What follows belongs to an exercise in optimizing a design on an open flow for small area, a short achievable clock period and few clock cycles; a production flow would make more cautious choices. Where RTL was checked, it was by simulation tests only, not by an equivalence proof against the original. Power and IR drop assume default switching activity.

the reference run:
==> flow/design.v (excerpt) <==
module Data_selector(
	input clk,
	input rst,
	input data_collect_finish,
	input [7:0] data_in,
	output reg [7:0] data_out,
	output reg [13:0] read_select,
	output reg [13:0] write_out_se,
	output reg data_process_finish,
	output reg wr_enable
    );
Size in the first run: about 240 flip-flops, roughly 49 I/O pins, about 0.0084 mm^2 of cells after synthesis.
==> flow/config.mk <==
export PLATFORM = sky130hd
export DESIGN_NAME = Data_selector
export DESIGN_NICKNAME = Data_selector
export VERILOG_FILES = /design/flow/design.v
export SDC_FILE = /design/flow/constraint.sdc
export NUM_CORES = 4
export LEC_CHECK = 0
export ABC_AREA = 1
export CAP_MARGIN = 20
export CORE_MARGIN = 2
export CORE_UTILIZATION = 55
export SETUP_SLACK_MARGIN = 3.4
export SLEW_MARGIN = 20
==> flow/constraint.sdc <==
create_clock -name core_clock -period 5.5 [get_ports {clk}]
set_input_delay 1.1000 -clock core_clock [delete_from_list [all_inputs] [get_ports {clk}]]
set_output_delay 1.1000 -clock core_clock [all_outputs]
set_load 0.01 [all_outputs]
standard.sh (not shown) runs the stock make flow with config.mk's settings and CLKGATE_MAP_FILE= SYNTH_SCRIPT=/design/flow/synth_recipe.tcl, a recipe that flattens the netlist after the stock synthesis.
==> flow/flow/run.sh <==
#!/bin/bash
# Standard ORFS layout (the standard.sh), with two changes:
#  - port buffers are the smallest buffer (buf_1) instead of clkdlybuf4s50_1;
#  - clock tree built from clkbuf_8 in clusters of up to 16 sinks, without dummy loads.
set -euo pipefail
bash standard.sh \
  "BUFFER_PORTS_ARGS=-buffer_cell sky130_fd_sc_hd__buf_1" \
  "CTS_ARGS=-sink_clustering_enable -repair_clock_nets -dont_use_dummy_load -buf_list sky130_fd_sc_hd__clkbuf_8 -sink_clustering_size 16 -sink_clustering_max_diameter 50" \
  finish > standard_flow.log 2>&1
> inputs changed (the reference run -> the trial run)
diff --git a/flow/config.mk b/flow/config.mk
--- a/flow/config.mk
+++ b/flow/config.mk
@@ -12 +12 @@
-export SETUP_SLACK_MARGIN = 3.4
+export SETUP_SLACK_MARGIN = 3.3
[summary]
Going from the reference run to the trial run, setup slack after layout fell by 0.014 ns; maximum vdd ir drop shrank by 8.9%. [compare] base=the reference run new=the trial run: count of non-CTS buffers in the layout down 26; non-clock buffer area fraction after layout down 2.1 points; clock skew up 0.019 ns; global-route usage flat; maximum frequency down 2.7 MHz. As far as post-synthesis async set-or-reset flop share goes, the reference run and the trial run are indistinguishable; the numbers are identical. Cmp the trial run vs the reference run: post-route fraction of the period consumed by the critical path higher in the trial run.
No run of this note included a check of the RTL's function; only the layout flow was run.


Data_selector, a different RTL version from the one above (not shown whole).
For scale: about 49 I/O pins.
export LEC_CHECK = 0
export CAP_MARGIN = 20
export CORE_MARGIN = 2
export CORE_UTILIZATION = 40
export SETUP_SLACK_MARGIN = 3.2
export SLEW_MARGIN = 20
create_clock -name core_clock -period 5.5 [get_ports {clk}]
run.sh (not shown) runs the stock make flow with config.mk's settings and CLKGATE_MAP_FILE= SYNTH_SCRIPT=/design/flow/synth_recipe.tcl, a recipe that flattens the netlist after the stock synthesis.
Stock flow here: none of the scripts above is used.
Then changed:
Settings changed: CTS_BUF_LIST set to sky130_fd_sc_hd__clkbuf_8, CTS_CLUSTER_DIAMETER set to 60, CTS_CLUSTER_SIZE set to 20.
Result: Maximum frequency falls by 4.1%; final cell count falls by about 0.5%; via count falls by about 1.6%; sequential power hardly moves; worst setup slack got worse by 0.098 ns; global-route usage falls by 0.20 points; core utilization falls by 1.7 points; synthesized cell count is unchanged; non-clock buffer count rises by 4.
No functional check of the RTL was part of any run of this note.


Data_selector, a different RTL version from the one above (not shown whole).
Size: roughly 830 cells after synthesis.
clock: 5.5 ns
lec_check: 0
abc_area: 1
cap_margin: 20
core_margin: 2
core_utilization: 55
setup_slack_margin: 3.35
slew_margin: 20
standard.sh (not shown) runs the stock make flow with config.mk's settings and CLKGATE_MAP_FILE= SYNTH_SCRIPT=/design/flow/synth_recipe.tcl, a recipe that flattens the netlist after the stock synthesis.
==> flow/flow/run.sh <==
#!/bin/bash
# Standard ORFS layout (the standard.sh), with two changes:
#  - port buffers are the smallest buffer (buf_1) instead of clkdlybuf4s50_1;
#  - clock tree built from clkbuf_16 in clusters of up to 30 sinks, without dummy loads.
set -euo pipefail
bash standard.sh \
  "BUFFER_PORTS_ARGS=-buffer_cell sky130_fd_sc_hd__buf_1" \
  "CTS_ARGS=-sink_clustering_enable -repair_clock_nets -dont_use_dummy_load -buf_list sky130_fd_sc_hd__clkbuf_16 -sink_clustering_size 30 -sink_clustering_max_diameter 100" \
  finish > standard_flow.log 2>&1
Testbench counts at the start, summed over its fixed seeds: cycles 302,760.
==> next run, changes <==
CORE_UTILIZATION = 65   (was 55)
SETUP_SLACK_MARGIN = 3.3   (was 3.35)
Outcome: The new run produced a clean layout; setup slack is worse by 41 ps; sequential power is about the same; non-clock buffer count rises by 1; count of clock-buffer cells in the layout goes down by 1; wire length grows by 9.6%.
==> next run, changes <==
ABC_CLOCK_PERIOD_IN_PS = 2500   (was default)
CORE_UTILIZATION = 55   (was 65)
Result: Sequential share of layout area rises by 0.22 points. Die area rises by about a fifth. Cell area falls slightly. Utilization falls by 12 points. Non-clock buffer count falls by 10. Synthesized cell count does not change. Via count falls by a few percent. Worst hold slack degrades by 9.0 ps. Register-to-register slack improves by 60 ps.
==> next run, changes <==
ABC_CLOCK_PERIOD_IN_PS = default   (was 2500)
GPL_ROUTABILITY_DRIVEN = 0   (was default)
After rerunning: Critical path depth does not change; total power rose by 1.9%; global-route usage came out higher by 1.0 points.


Another version of the RTL of Data_selector (not shown whole).
Size: ~910 cells after synthesis, ~250 flip-flops, roughly 49 I/O pins.
export LEC_CHECK = 0
export ABC_AREA = 1
export CAP_MARGIN = 20
export CORE_MARGIN = 2
export CORE_UTILIZATION = 55
export SETUP_SLACK_MARGIN = 3.1
export SLEW_MARGIN = 20
create_clock -name core_clock -period 5.5 [get_ports {clk}]
==> flow/flow/run.sh <==
#!/bin/bash
# Standard ORFS layout (the standard.sh), with two changes:
#  - port buffers are the smallest buffer (buf_1) instead of clkdlybuf4s50_1;
#  - clock tree built from clkbuf_8 in clusters of up to 16 sinks, without dummy loads.
set -euo pipefail
bash standard.sh \
  "BUFFER_PORTS_ARGS=-buffer_cell sky130_fd_sc_hd__buf_1" \
  "CTS_ARGS=-sink_clustering_enable -repair_clock_nets -dont_use_dummy_load -buf_list sky130_fd_sc_hd__clkbuf_8 -sink_clustering_size 16 -sink_clustering_max_diameter 50" \
  finish > standard_flow.log 2>&1
The first run produced a clean layout.
Testbench counts at the start, summed over its fixed seeds: cycles 302,736.
Rerun with:
==> flow/flow/run.sh (replaced) <==
#!/bin/bash
# Standard ORFS layout (the standard.sh), with two changes:
#  - port buffers are the smallest buffer (buf_1) instead of clkdlybuf4s50_1;
#  - clock tree built from clkbuf_16 in clusters of up to 30 sinks, without dummy loads.
set -euo pipefail
bash standard.sh \
  "BUFFER_PORTS_ARGS=-buffer_cell sky130_fd_sc_hd__buf_1" \
  "CTS_ARGS=-sink_clustering_enable -repair_clock_nets -dont_use_dummy_load -buf_list sky130_fd_sc_hd__clkbuf_16 -sink_clustering_size 30 -sink_clustering_max_diameter 100" \
  finish > standard_flow.log 2>&1
- SETUP_SLACK_MARGIN: 3.1 -> 3.3
The new run passed the timing, DRC and antenna checks.
Setup slack gets better by 91 ps.
Die area is unchanged.
Worst hold slack gets better by 11 ps.
Global-route usage grows by 0.34 points.
Via count goes up by 1.4%.
Utilization grows by 1.7 points.
Maximum frequency goes up by 4.1%.
Sequential power is about the same.
Power rises by 3.6%.
Combinational power came out higher by about 7%.
Wire length is higher by 2.2%.
Rerun with:
==> flow/flow/run.sh (replaced) <==
#!/bin/bash
# Standard ORFS layout (the standard.sh), with two changes:
#  - port buffers are the smallest buffer (buf_1) instead of clkdlybuf4s50_1;
#  - clock tree built from clkbuf_8 in clusters of up to 16 sinks, without dummy loads.
set -euo pipefail
bash standard.sh \
  "BUFFER_PORTS_ARGS=-buffer_cell sky130_fd_sc_hd__buf_1" \
  "CTS_ARGS=-sink_clustering_enable -repair_clock_nets -dont_use_dummy_load -buf_list sky130_fd_sc_hd__clkbuf_8 -sink_clustering_size 16 -sink_clustering_max_diameter 50" \
  finish > standard_flow.log 2>&1
- CORE_UTILIZATION: 55 -> 65
Outcome: Wire length grows by 5.6%. Hold slack gets worse by 7.1 ps. Worst setup slack gets better by 68 ps.


Another version of the RTL of Data_selector (not shown whole).
For scale: ~950 cells after synthesis, about 49 I/O pins, ~0.0092 sq mm of cells after synthesis.
Settings: LEC_CHECK=0, ABC_AREA=1, CAP_MARGIN=20, CORE_MARGIN=2, CORE_UTILIZATION=40, SETUP_SLACK_MARGIN=3.4, SLEW_MARGIN=20; clock period 5.5 ns.
==> flow/flow/run.sh <==
#!/bin/bash
# Standard ORFS layout (the standard.sh), with two changes:
#  - port buffers are the smallest buffer (buf_1) instead of clkdlybuf4s50_1;
#  - clock tree built from clkbuf_8 in clusters of up to 16 sinks, without dummy loads.
set -euo pipefail
bash standard.sh \
  "BUFFER_PORTS_ARGS=-buffer_cell sky130_fd_sc_hd__buf_1" \
  "CTS_ARGS=-sink_clustering_enable -repair_clock_nets -dont_use_dummy_load -buf_list sky130_fd_sc_hd__clkbuf_8 -sink_clustering_size 16 -sink_clustering_max_diameter 50" \
  finish > standard_flow.log 2>&1
Testbench counts at the start, summed over its fixed seeds: cycles 302,736.
Then changed:
SETUP_SLACK_MARGIN = 3.2   (was 3.4)
Sequential cell count is unchanged.
Routed wire length went down by 6.2%.
Area after synthesis does not change.
Total power went down by 5.1%.
Sequential share of layout area went up by 1.8 points.
Final area went down by 3.8%.


== run 1 ==
Data_selector, a different RTL version from the one above (not shown whole).
Size in the first run: ~890 cells after synthesis, about 260 flip-flops, roughly 49 I/O pins, about 9600 um^2 of cells after synthesis.
==> flow/config.mk <==
export PLATFORM = sky130hd
export DESIGN_NAME = Data_selector
export DESIGN_NICKNAME = Data_selector
export VERILOG_FILES = /design/flow/design.v
export SDC_FILE = /design/flow/constraint.sdc
export NUM_CORES = 4
export LEC_CHECK = 0
export ABC_CLOCK_PERIOD_IN_PS = 1800
export CAP_MARGIN = 20
export CORE_MARGIN = 2
export CORE_UTILIZATION = 40
export SETUP_SLACK_MARGIN = 3.4
export SLEW_MARGIN = 20
==> flow/constraint.sdc <==
create_clock -name core_clock -period 5.5 [get_ports {clk}]
set_input_delay 1.1000 -clock core_clock [delete_from_list [all_inputs] [get_ports {clk}]]
set_output_delay 1.1000 -clock core_clock [all_outputs]
set_load 0.01 [all_outputs]
==> flow/flow/run.sh <==
#!/bin/bash
# Standard ORFS layout (the standard.sh), with two changes:
#  - port buffers are the smallest buffer (buf_1) instead of clkdlybuf4s50_1;
#  - clock tree built from clkbuf_8 in clusters of up to 20 sinks, without dummy loads.
set -euo pipefail
bash standard.sh \
  "BUFFER_PORTS_ARGS=-buffer_cell sky130_fd_sc_hd__buf_1" \
  "CTS_ARGS=-sink_clustering_enable -repair_clock_nets -dont_use_dummy_load -buf_list sky130_fd_sc_hd__clkbuf_8 -sink_clustering_size 20 -sink_clustering_max_diameter 60" \
  finish > standard_flow.log 2>&1
Testbench counts of run 1, summed over its fixed seeds: cycles 302,736.
Here is what was changed in the inputs of run 2 compared with run 1.
--- a/flow/config.mk
+++ b/flow/config.mk
@@ -11,3 +11,3 @@
 export CORE_UTILIZATION = 40
-export SETUP_SLACK_MARGIN = 3.4
+export SETUP_SLACK_MARGIN = 3.2
 export SLEW_MARGIN = 20
==> run summary <==
- dfrtp_2 as the slowest cell on the critical path was reported by run 2, and o21ai_2 by run 1.
- Comparing run 2 and run 1, the lower ratio of final minimum period to clock period is on run 1.
- Compared to run 1, run 2 has logic depth of the worst path, buffers included 1 higher.
- Looking at sum of buffers and inverters on the critical path, run 2 sits 1 below run 1.
- From run 1 to run 2 the numbers moved as follows: fraction of area in clock buffers and inverters ~0 delta, share of synthesized area spent on multiplexers closely matched the old numbers, net switching power of the design now sits lower, final worst-path setup slack moved down.
Modified inputs, run 3 compared to run 2
==> flow/run.sh (new file) <==
#!/bin/bash
# synth_recipe.tcl (not shown) runs the flow's synth.tcl, then flattens the netlist and writes it again
# the make line also repeats each setting of config.mk as NAME=value (left out here)
make -C /OpenROAD-flow-scripts/flow DESIGN_CONFIG=/design/flow/config.mk WORK_HOME=/design/flow/orfs CLKGATE_MAP_FILE= SYNTH_SCRIPT=/design/flow/synth_recipe.tcl finish
--- a/flow/config.mk
+++ b/flow/config.mk
@@ -7,3 +7,2 @@
 export LEC_CHECK = 0
-export ABC_CLOCK_PERIOD_IN_PS = 1800
 export CAP_MARGIN = 20
@@ -11,3 +10,3 @@
 export CORE_UTILIZATION = 40
-export SETUP_SLACK_MARGIN = 3.2
+export SETUP_SLACK_MARGIN = 3.5
 export SLEW_MARGIN = 20
removed: flow/flow/run.sh
removed: flow/standard.sh
Results
[compare] base=run 2 new=run 3: worst setup timing slack at the placement stage saw a decrease, met1 usage in global routing picked up an extra 2.9 points, fmax has increased, mean number of vias per cell climbed 0.69%. Changes observed in run 3 relative to run 2: count of clock-buffer cells in the layout shows an increase of 10; final non-filler cell area grew by 1700 um^2; met3 usage in global routing went up 0.84 points; worst-path maximum fanout decreased by 2 relative to the old numbers; count of H-tree levels built during CTS essentially unchanged. Clock distribution area overhead in the final layout, run 3 and run 2: smaller value in run 2. Run 3 and run 2 ended up with nearly the same number of max-capacitance violations reported.


== job 4808 ==
The RTL this note starts from:
==> flow/design.v <==
`timescale 1ns / 1ps
module Data_selector(
	input clk,
	input rst,
	input data_collect_finish,
	input [7:0] data_in,
	output reg [7:0] data_out,
	output reg [13:0] read_select,
	output reg [13:0] write_out_se,
	output reg data_process_finish,
	output reg wr_enable
    );
	localparam integer H   = 9;                     
	localparam integer K   = H - 2;                 
	localparam integer R0L = 100 - H;               
	localparam [13:0] DN  = 100;                    
	localparam [13:0] DC  = 1 - 100 * (H - 1);      
	localparam [13:0] DB  = -199;                   
	localparam [13:0] DF  = -100 * (H - 1);         
	localparam [13:0] ALAST = (R0L - K + H - 1) * 100 + 99;
	localparam [13:0] W0  = -(8 * 100 + DC + 2 * 100 + DC);
	localparam [6:0] C98 = 7'd46;                   
	localparam [3:0] J1  = 4'd2;                    
	localparam [3:0] J7  = 4'd10;                   
	reg running;
	reg [3:0] j;                 
	reg [6:0] c;                 
	reg jl, j2, j1, je;          
	reg c0, c1, c99, cf, cx;     
	reg bf, bl;                  
	reg [7:0] D [1:2*H-1];       
	reg [9:0] hp;                
	reg [9:0] h1, h2, h3;        
	reg wr, blur;                
	reg wr1, blur1;              
	wire go = running | (data_collect_finish & ~data_process_finish & ~wr_enable & ~wr1);
	wire [9:0] h0 = hp + {2'b0, data_in};
	wire [11:0] sum = {2'b0, h3} + {1'b0, h2, 1'b0} + {2'b0, h1};
	always @(*) begin
		blur = 1'b0;
		if (cx)
			wr = !j1;                         
		else if (j2) begin
			if (c0) wr = !bf;                 
			else begin
				wr = 1'b1;
				blur = !c1 && !cf;            
			end
		end
		else if (j1)
			wr = bf ? !c0 : c0;               
		else
			wr = bl ? !c0 : cf;               
	end
	wire [13:0] dsw = !c99 ? DC : bl ? DF : DB;
	wire [13:0] a_next = read_select + (jl ? dsw : DN);
	wire [13:0] w_next = write_out_se + (je ? ((c1 && !bf) ? DB : DC) : DN);
	always @(posedge clk or posedge rst) begin
		if (rst) begin
			running <= 1'b0;
			j <= 4'd1;
			c <= 7'd1;
			jl <= 1'b0;
			j2 <= 1'b0;
			j1 <= 1'b0;
			je <= 1'b0;
			c0 <= 1'b1;
			c1 <= 1'b0;
			c99 <= 1'b0;
			cf <= 1'b0;
			cx <= 1'b0;
			bf <= 1'b1;
			bl <= 1'b0;
			read_select <= 0;
			wr1 <= 1'b0;
			wr_enable <= 1'b0;
			data_process_finish <= 1'b0;
		end
		else begin
			wr1 <= 1'b0;
			if (go) begin
				wr1 <= wr;
				running <= 1'b1;
				read_select <= ((jl && cf) || cx) ? 14'd0 : a_next;
				if (cx) begin
					j <= {j[2:0], j[3] ^ j[2]};
					j1 <= 1'b1;
					if (j1) begin
						j <= 4'd1;
						j1 <= 1'b0;
						c <= 7'd1;
						c0 <= 1'b1;
						cx <= 1'b0;
						bf <= 1'b1;
						bl <= 1'b0;
						running <= 1'b0;
					end
				end
				else if (!jl) begin
					j <= {j[2:0], j[3] ^ j[2]};
					jl <= (j == J7);
					j2 <= (j != 4'd1);
					j1 <= (j == 4'd1);
					je <= (j == J1);
				end
				else begin
					j <= 4'd1;
					jl <= 1'b0;
					j2 <= 1'b0;
					j1 <= 1'b0;
					je <= 1'b0;
					if (cf) begin
						cf <= 1'b0;
						cx <= 1'b1;
					end
					else if (c99) begin
						c99 <= 1'b0;
						if (bl) cf <= 1'b1;
						else begin
							c <= 7'd1;
							c0 <= 1'b1;
							bf <= 1'b0;
							bl <= (read_select == ALAST);
						end
					end
					else begin
						c <= {c[5:0], c[6] ^ c[5]};
						c0 <= 1'b0;
						c1 <= c0;
						c99 <= (c == C98);
					end
				end
			end
			else begin
				read_select <= 0;
				j <= 4'd1;
				c <= 7'd1;
				jl <= 1'b0;
				j2 <= 1'b0;
				j1 <= 1'b0;
				je <= 1'b0;
				c0 <= 1'b1;
				c1 <= 1'b0;
				c99 <= 1'b0;
				cf <= 1'b0;
				cx <= 1'b0;
				bf <= 1'b1;
				bl <= 1'b0;
			end
			wr_enable <= wr1;
			if (!running && wr_enable && !wr1) data_process_finish <= 1'b1;
			else if (!data_collect_finish) data_process_finish <= 1'b0;
		end
	end
	integer k;
	always @(posedge clk) begin
		blur1 <= blur;
		if (!running) write_out_se <= go ? W0 + DN : W0;
		else write_out_se <= w_next;
		D[1] <= data_in;
		for (k = 2; k <= 2 * H - 1; k = k + 1) D[k] <= D[k-1];
		hp <= {2'b0, D[2*H-1]} + {1'b0, D[H-1], 1'b0};
		h1 <= h0;
		h2 <= h1;
		h3 <= h2;
		data_out <= blur1 ? sum[11:4] : D[H+2];
	end
endmodule
Settings: LEC_CHECK=0, ABC_AREA=1, ABC_CLOCK_PERIOD_IN_PS=1800, CAP_MARGIN=20, CORE_MARGIN=2, CORE_UTILIZATION=55, SETUP_SLACK_MARGIN=3.3, SLEW_MARGIN=20; clock period 5.5 ns.
==> flow/flow/run.sh <==
#!/bin/bash
# Standard ORFS layout (the standard.sh), with two changes:
#  - port buffers are the smallest buffer (buf_1) instead of clkdlybuf4s50_1;
#  - clock tree built from clkbuf_16 in clusters of up to 30 sinks, without dummy loads.
set -euo pipefail
bash standard.sh \
  "BUFFER_PORTS_ARGS=-buffer_cell sky130_fd_sc_hd__buf_1" \
  "CTS_ARGS=-sink_clustering_enable -repair_clock_nets -dont_use_dummy_load -buf_list sky130_fd_sc_hd__clkbuf_16 -sink_clustering_size 30 -sink_clustering_max_diameter 100" \
  finish > standard_flow.log 2>&1
Testbench counts of job 4808, summed over its fixed seeds: cycles 302,760.
For job 7035, these inputs were changed with respect to job 4808:
- a deleted ABC_CLOCK_PERIOD_IN_PS that had been 1800
- a change of CORE_UTILIZATION from 55 to 65
==> flow/flow/run.sh <==
#!/bin/bash
# Standard ORFS layout (the standard.sh), with two changes:
#  - port buffers are the smallest buffer (buf_1) instead of clkdlybuf4s50_1;
#  - clock tree built from clkbuf_8 in clusters of up to 16 sinks, without dummy loads.
set -euo pipefail
bash standard.sh \
  "BUFFER_PORTS_ARGS=-buffer_cell sky130_fd_sc_hd__buf_1" \
  "CTS_ARGS=-sink_clustering_enable -repair_clock_nets -dont_use_dummy_load -buf_list sky130_fd_sc_hd__clkbuf_8 -sink_clustering_size 16 -sink_clustering_max_diameter 50" \
  finish > standard_flow.log 2>&1
Results
- Re total global routing track utilization: job 4808 and job 7035 aren't equal, and the lower value belongs to job 4808.
- Job 7035 reports a lower final worst-path setup slack than job 4808 does.
- Re headroom to the max-slew limit: job 7035 is 14 points down on job 4808.
- Job 7035 finished all stages; the layout is clean.
- Delta (job 7035 minus job 4808): worst hold slack saw a decrease, sequential cell area in the final layout shows no meaningful change, chip width went down by 7.8%, average via count per standard cell shows an increase of 4.2%.
- Re final critical delay including setup and external delays: job 4808 and job 7035 aren't equal, and the lower value belongs to job 4808.

## static timing again, ports no longer ideal
In the flow no input, the clock included, has a driving cell. The finished layouts below were timed again as built, in two steps.
Step 1 assumes that a clkbuf_16 drives the clock port and a buf_2 every other input.
Step 2 moves the port delays by t, midway between the first and last clock arrival at a register: inputs arrive t later, outputs are due t later. That takes back most of the time a late clock gives input paths.
Three values: ideal ports, drivers, drivers and shift; two values: the first two.
run | t (ns) | setup slack, ns | worst setup path after step 2 | latest minus earliest clock arrival (ns)
the reference run | 0.542 | 3.252 / 3.216 / 2.986 | input to register | 0.063 / 0.064
the trial run | 0.541 | 3.238 / 3.200 / 2.968 | input to register | 0.074 / 0.074
the first run of note 2 | 0.572 | 3.195 / 3.148 / 2.682 | input to register | 0.012 / 0.012
the second run of note 2 | 0.580 | 3.097 / 3.055 / 2.666 | input to register | 0.026 / 0.026
the first run of note 3 | 0.489 | 3.365 / 3.327 / 2.922 | input to register | 0.033 / 0.033
the second run of note 3 | 0.499 | 3.324 / 3.286 / 2.905 | input to register | 0.028 / 0.028
the third run of note 3 | 0.485 | 3.345 / 3.308 / 2.948 | input to register | 0.038 / 0.038
the fourth run of note 3 | 0.494 | 3.351 / 3.314 / 2.920 | input to register | 0.036 / 0.035
the first run of note 4 | 0.547 | 3.170 / 3.131 / 2.755 | input to register | 0.029 / 0.030
the second run of note 4 | 0.489 | 3.261 / 3.218 / 2.984 | input to register | 0.082 / 0.082
the third run of note 4 | 0.541 | 3.329 / 3.290 / 2.937 | input to register | 0.058 / 0.057
the first run of note 5 | 0.577 | 3.310 / 3.266 / 2.984 | input to register | 0.079 / 0.079
the second run of note 5 | 0.575 | 3.256 / 3.212 / 2.918 | input to register | 0.079 / 0.079
run 1 | 0.574 | 3.257 / 3.217 / 2.694 | input to register | 0.063 / 0.062
run 2 | 0.551 | 3.151 / 3.121 / 2.676 | input to register | 0.090 / 0.091
run 3 | 0.563 | 3.210 / 3.163 / 2.759 | input to register | 0.011 / 0.010
job 4808 | 0.485 | 3.345 / 3.308 / 2.948 | input to register | 0.038 / 0.038
job 7035 | 0.522 | 3.341 / 3.305 / 2.933 | input to register | 0.061 / 0.061
After both steps every run listed still meets setup and hold. For run 1, which loses most, drivers alone change the setup slack by -0.040 ns; drivers and shift together by -0.563 ns.
